This is an optimization exercise on Yosys and OpenROAD, whose aim is small area, a short achievable clock period and few clock cycles, not a production implementation. In this exercise RTL edits were held to simulation tests only and were not proved equivalent to the original. No activity file was given, so power comes from the tool's default toggle rates.

Setup of build 63:
==> flow/design.v <==
module regfile (
    input  clock,
    input  write_enable,
    input  [4:0] rd_address,
    input  [4:0] rs1_address,
    input  [4:0] rs2_address,
    input  [31:0] rd_data,
    output logic [31:0] rs1_data,
    output logic [31:0] rs2_data
);
    logic [31:0] register [1:31];
    logic [31:0] t1 [0:3];
    logic [31:0] t2 [0:3];
    always_comb begin
        for (int q = 0; q < 4; q++) begin
            t1[q] = 32'b0; t2[q] = 32'b0;
            for (int k = 8*q; k < 8*q+8; k++) if (k > 0) begin
                t1[q] = t1[q] | ({32{rs1_address == 5'(k)}} & register[k]);
                t2[q] = t2[q] | ({32{rs2_address == 5'(k)}} & register[k]);
            end
        end
        rs1_data = (t1[0] | t1[1]) | (t1[2] | t1[3]);
        rs2_data = (t2[0] | t2[1]) | (t2[2] | t2[3]);
    end
    always_ff @(posedge clock)
        if (write_enable && rd_address != 5'b0) register[rd_address] <= rd_data;
endmodule
module riscv_multicycle (
    input  clock,
    input  reset,
    output [31:0] bus_address,
    input  [31:0] bus_read_data,
    output [31:0] bus_write_data,
    output [3:0]  bus_byte_enable,
    output        bus_read_enable,
    output        bus_write_enable
);
    logic [31:2] pc_f;        
    logic [31:2] a_q;         
    logic        v_e;
    logic [31:0] op_a, op_b, alt;
    logic [4:0]  rd_e;
    logic        e_wr;        
    logic        e_ldw;       
    logic        e_load, e_store, e_branch, e_jalr, e_pred;
    logic        e_sel_alt;   
    logic [2:0]  e_fn;        
    logic        e_sub;       
    logic        e_sra;       
    logic [2:0]  e_f3;        
    logic        fwd_a, fwd_b, fwd_s;   
    logic        m_load, m_store;
    logic [1:0]  m_off;
    logic [2:0]  m_f3;
    logic [4:0]  m_rd;
    logic [3:0]  m_be;
    logic        w_we;
    logic [4:0]  w_rd;
    logic [31:0] w_val;
    wire m_act = m_load | m_store;
    wire adv = !m_act;
    assign bus_address      = {a_q, 2'b00};
    assign bus_read_enable  = !m_store;
    assign bus_write_enable = m_store;
    assign bus_write_data   = w_val;
    assign bus_byte_enable  = m_be;
    logic [7:0]  ld_b;
    logic [15:0] ld_h;
    logic [31:0] ld_data;
    always_comb begin
        case (m_off)
            2'd0: ld_b = bus_read_data[7:0];
            2'd1: ld_b = bus_read_data[15:8];
            2'd2: ld_b = bus_read_data[23:16];
            default: ld_b = bus_read_data[31:24];
        endcase
        ld_h = m_off[1] ? bus_read_data[31:16] : bus_read_data[15:0];
        case (m_f3[1:0])
            2'b00:   ld_data = {{24{ld_b[7] & !m_f3[2]}}, ld_b};
            2'b01:   ld_data = {{16{ld_h[15] & !m_f3[2]}}, ld_h};
            default: ld_data = bus_read_data;
        endcase
    end
    wire [31:0] ir = bus_read_data;
    wire [4:0] opc = ir[6:2];
    wire [4:0] rs1 = ir[19:15];
    wire [4:0] rs2 = ir[24:20];
    wire [4:0] rd  = ir[11:7];
    wire [2:0] f3  = ir[14:12];
    wire is_load   = opc == 5'b00000;
    wire is_opimm  = opc == 5'b00100;
    wire is_auipc  = opc == 5'b00101;
    wire is_store  = opc == 5'b01000;
    wire is_op     = opc == 5'b01100;
    wire is_lui    = opc == 5'b01101;
    wire is_branch = opc == 5'b11000;
    wire is_jalr   = opc == 5'b11001;
    wire is_jal    = opc == 5'b11011;
    wire [31:0] imm_i = {{21{ir[31]}}, ir[30:20]};
    wire [31:0] imm_s = {{21{ir[31]}}, ir[30:25], ir[11:7]};
    wire [31:0] imm_b = {{20{ir[31]}}, ir[7], ir[30:25], ir[11:8], 1'b0};
    wire [31:0] imm_u = {ir[31:12], 12'b0};
    wire [31:0] imm_j = {{12{ir[31]}}, ir[19:12], ir[20], ir[30:21], 1'b0};
    wire [31:0] t_imm = ir[6] ? (ir[3] ? imm_j : imm_b) : imm_u;
    wire [31:2] tadd  = pc_f + t_imm[31:2];
    wire [31:2] inc   = pc_f + 30'd1;
    wire pred_taken = is_jal | (is_branch & ir[31]);
    wire is_sub = is_op & f3 == 3'b000 & ir[30];
    logic [31:0] rf_rs1, rf_rs2;
    regfile regfile (
        .clock          (clock),
        .write_enable   (w_we),
        .rd_address     (w_rd),
        .rs1_address    (rs1),
        .rs2_address    (rs2),
        .rd_data        (w_val),
        .rs1_data       (rf_rs1),
        .rs2_data       (rf_rs2)
    );
    logic [31:0] e_result;
    wire e_fwd = v_e & e_wr;
    wire e_any = v_e & (e_wr | e_ldw);
    wire [31:0] byp1 = (w_we && rs1 == w_rd) ? w_val : rf_rs1;
    wire [31:0] byp2 = (w_we && rs2 == w_rd) ? w_val : rf_rs2;
    wire [31:0] a_e = fwd_a ? w_val : op_a;
    wire [31:0] b_e = fwd_b ? w_val : op_b;
    wire [31:0] s_e = fwd_s ? w_val : alt;
    wire [31:0] b_add = fwd_b ? (w_val ^ {32{e_sub}}) : op_b;
    wire [31:0] as_res = a_e + b_add + {31'b0, e_sub};
    wire lt31 = a_e[30:0] < b_e[30:0];
    wire sdif = a_e[31] ^ b_e[31];
    wire ltu  = sdif ? b_e[31] : lt31;
    wire lt   = sdif ? a_e[31] : lt31;
    wire eq   = a_e == b_e;
    logic [31:0] sh_in, shl;
    always_comb
        for (int i = 0; i < 32; i++) sh_in[i] = e_fn[2] ? a_e[i] : a_e[31 - i];
    wire signed [32:0] sh_ext = {e_sra & e_fn[2] & a_e[31], sh_in};
    wire [32:0] shr = sh_ext >>> b_e[4:0];
    always_comb
        for (int i = 0; i < 32; i++) shl[i] = shr[31 - i];
    logic [31:0] alu;
    always_comb
        case (e_fn)
            3'b000:  alu = as_res;
            3'b001:  alu = shl;
            3'b010:  alu = {31'b0, lt};
            3'b011:  alu = {31'b0, ltu};
            3'b100:  alu = a_e ^ b_e;
            3'b101:  alu = shr[31:0];
            3'b110:  alu = a_e | b_e;
            default: alu = a_e & b_e;
        endcase
    wire [31:0] alt_v = !e_store     ? alt :
                        e_f3[1:0] == 2'b00 ? {4{s_e[7:0]}} :
                        e_f3[1:0] == 2'b01 ? {2{s_e[15:0]}} : s_e;
    assign e_result = e_sel_alt ? alt_v : alu;
    wire cond  = e_f3[2] ? (e_f3[1] ? ltu : lt) : eq;
    wire taken = cond ^ e_f3[0];
    wire redir_b = v_e & e_branch & (taken ^ e_pred);
    wire e_jr    = v_e & e_jalr;
    wire e_mem   = v_e & (e_load | e_store);
    wire redir_e = redir_b | e_jr;
    wire [31:2] npc_f = e_jr ? as_res[31:2] : pred_taken ? tadd : inc;
    wire [31:2] npc   = redir_b ? alt[31:2] : npc_f;
    wire [31:2] na_q  = redir_b ? alt[31:2] : (e_jr | e_mem) ? as_res[31:2] : pred_taken ? tadd : inc;
    logic [3:0] st_be;
    always_comb
        case (e_f3[1:0])
            2'b00:   st_be = 4'b0001 << as_res[1:0];
            2'b01:   st_be = as_res[1] ? 4'b1100 : 4'b0011;
            default: st_be = 4'b1111;
        endcase
    always_ff @(posedge clock or posedge reset)
        if (reset) begin
            pc_f    <= 30'h00100000;    
            a_q     <= 30'h00100000;
            v_e     <= 1'b0;
            m_load  <= 1'b0;
            m_store <= 1'b0;
            w_we    <= 1'b0;
        end else begin
            if (adv) begin
                pc_f <= npc;
                a_q  <= na_q;
                v_e  <= !redir_e;
            end else
                a_q  <= pc_f;
            m_load  <= adv & v_e & e_load;
            m_store <= adv & v_e & e_store;
            w_we    <= adv ? e_fwd : (m_load && m_rd != 5'b0);
        end
    always_ff @(posedge clock)
        if (adv) begin
            op_a      <= byp1;
            op_b      <= (is_op | is_branch) ? (byp2 ^ {32{is_sub}}) : is_store ? imm_s : imm_i;
            alt       <= is_store ? byp2 :
                         (is_jal | is_jalr | (is_branch & ir[31])) ? {inc, 2'b00} :
                         is_lui ? imm_u : {tadd, 2'b00};
            rd_e      <= rd;
            e_wr      <= (is_op | is_opimm | is_lui | is_auipc | is_jal | is_jalr) && rd != 5'b0;
            e_ldw     <= is_load && rd != 5'b0;
            e_load    <= is_load;
            e_store   <= is_store;
            e_branch  <= is_branch;
            e_jalr    <= is_jalr;
            e_pred    <= ir[31];
            e_sel_alt <= is_lui | is_auipc | is_jal | is_jalr | is_store;
            e_fn      <= (is_op | is_opimm) ? f3 : 3'b000;
            e_sub     <= is_sub;
            e_sra     <= ir[30];
            e_f3      <= f3;
            fwd_a     <= e_any && rs1 == rd_e;
            fwd_b     <= e_any && rs2 == rd_e && (is_op | is_branch);
            fwd_s     <= e_any && rs2 == rd_e && is_store;
        end
    always_ff @(posedge clock) begin
        m_off <= as_res[1:0];
        m_f3  <= e_f3;
        m_rd  <= rd_e;
        m_be  <= st_be;
    end
    always_ff @(posedge clock) begin
        w_rd  <= adv ? rd_e : m_rd;
        w_val <= adv ? e_result : ld_data;
    end
endmodule
make LEC_CHECK=0 CAP_MARGIN=20 CORE_MARGIN=2 CORE_UTILIZATION=40 SETUP_SLACK_MARGIN=5 SLEW_MARGIN=20 finish   # period 9.0 ns
run.sh (not shown) runs the stock make flow with config.mk's settings and CLKGATE_MAP_FILE= SYNTH_SCRIPT=/design/flow/synth_recipe.tcl, a recipe that flattens the netlist after the stock synthesis.
Testbench counts of build 63, summed over its fixed seeds: cycles 139,551.
Here is what was changed in the inputs of build 70 compared with build 63.
Settings: CTS_CLUSTER_SIZE newly set to 30; PLACE_DENSITY newly set to 0.7; CTS_CLUSTER_DIAMETER newly set to 60.
==> flow/flow/run.sh (new file) <==
#!/bin/bash
# Own layout flow: the standard flow (standard.sh, unchanged synthesis,
# floorplan, placement, CTS and routing), except that the input and output
# ports are buffered with sky130_fd_sc_hd__buf_8 rather than the delay buffer
# that buffer_ports picks by default. Every port still gets its own buffer.
set -euo pipefail
export BUFFER_PORTS_ARGS="-buffer_cell sky130_fd_sc_hd__buf_8"
bash standard.sh finish > standard_sh.log 2>&1
==> flow/standard.sh (new file) <==
#!/bin/bash
# synth_recipe.tcl (not shown) runs the flow's synth.tcl, then flattens the netlist and writes it again
# the make line also repeats each setting of config.mk as NAME=value (left out here)
make -C /OpenROAD-flow-scripts/flow DESIGN_CONFIG=/design/flow/config.mk WORK_HOME=/design/flow/orfs CLKGATE_MAP_FILE= SYNTH_SCRIPT=/design/flow/synth_recipe.tcl "${@:-finish}"
removed: flow/run.sh
In build 70, area added between synthesis and finish is lower than in build 63.
The area taken by flip-flops and latches was comparable across build 63 and build 70.
In the metrics for build 63 and build 70, the one carrying the higher total power is build 63.
[inputs] build 71 vs build 70
Settings: removing CTS_CLUSTER_SIZE (formerly 30); removing CTS_CLUSTER_DIAMETER (formerly 60); changing CORE_UTILIZATION from 40 to 50.
Findings:
Build 71: final wirelength is 3.5% lower than what build 70 reported.
Number of iterations in the first detailed-routing pass, build 71 and build 70, lower one = build 70.
Changes observed in build 71 relative to build 70: worst setup slack down 0.030 ns, power density normalized to cell area up 2.5%, number of top-level pins flat, post-route non-filler standard cell count down 5.8%.
Build 71 ran to completion and came out clean on the timing, DRC and antenna checks.
Here is what was changed in the inputs of build 37 compared with build 71.
==> flow/run.sh (new file) <==
#!/bin/bash
# synth_recipe.tcl (not shown) runs the flow's synth.tcl, then flattens the netlist and writes it again
# the make line also repeats each setting of config.mk as NAME=value (left out here)
make -C /OpenROAD-flow-scripts/flow DESIGN_CONFIG=/design/flow/config.mk WORK_HOME=/design/flow/orfs CLKGATE_MAP_FILE= SYNTH_SCRIPT=/design/flow/synth_recipe.tcl finish
removed: flow/flow/run.sh
removed: flow/standard.sh
### Flow results
The layout filler cell count in build 37 sits 360 below the value recorded for build 71. Build 71 was smaller in final cell area than build 37. The fmax number comes out lower for build 37 vs build 71. Sort build 37 and build 71 by cell area power density desc -> top: build 37. Lower global-route usage over all layers goes to build 71 over build 37.

-- separate check: timing with driven ports --
The results above use ideal ports. As a check the final layouts listed here were re-extracted and re-timed, cells and wires unchanged.
Step 1, drivers: a clkbuf_16 drives clock and a buf_2 each remaining input, both assumed.
Step 2 times the ports against the registers' clock, not the clock port: input delays grow and output delays shrink by t, the midpoint of the rising clock arrivals with the driver on.
Slacks: ideal ports / drivers / drivers and shift; pairs: ideal ports / drivers.
| run | t (ns) | slack for setup (ns) | hold WS [ns] | clock arrival spread, ns | worst slew at a driven data input, ns |
|---|---|---|---|---|---|
| build 63 | 0.871 | 4.772 / 4.699 / 3.829 | 0.442 / 0.442 / 0.442 | 0.091 / 0.091 | 0.18 |
| build 70 | 0.869 | 4.760 / 4.703 / 3.835 | 0.453 / 0.453 / 0.453 | 0.115 / 0.115 | 0.25 |
| build 71 | 0.859 | 4.730 / 4.602 / 3.742 | 0.462 / 0.462 / 0.462 | 0.041 / 0.041 | 0.28 |
| build 37 | 0.862 | 4.707 / 4.707 / 3.939 | 0.457 / 0.457 / 0.457 | 0.088 / 0.088 | 0.06 |
After both steps setup and hold are still met in every run listed. The setup slack of build 71, which loses most, moves by -0.128 ns with the drivers and by -0.988 ns with both steps.
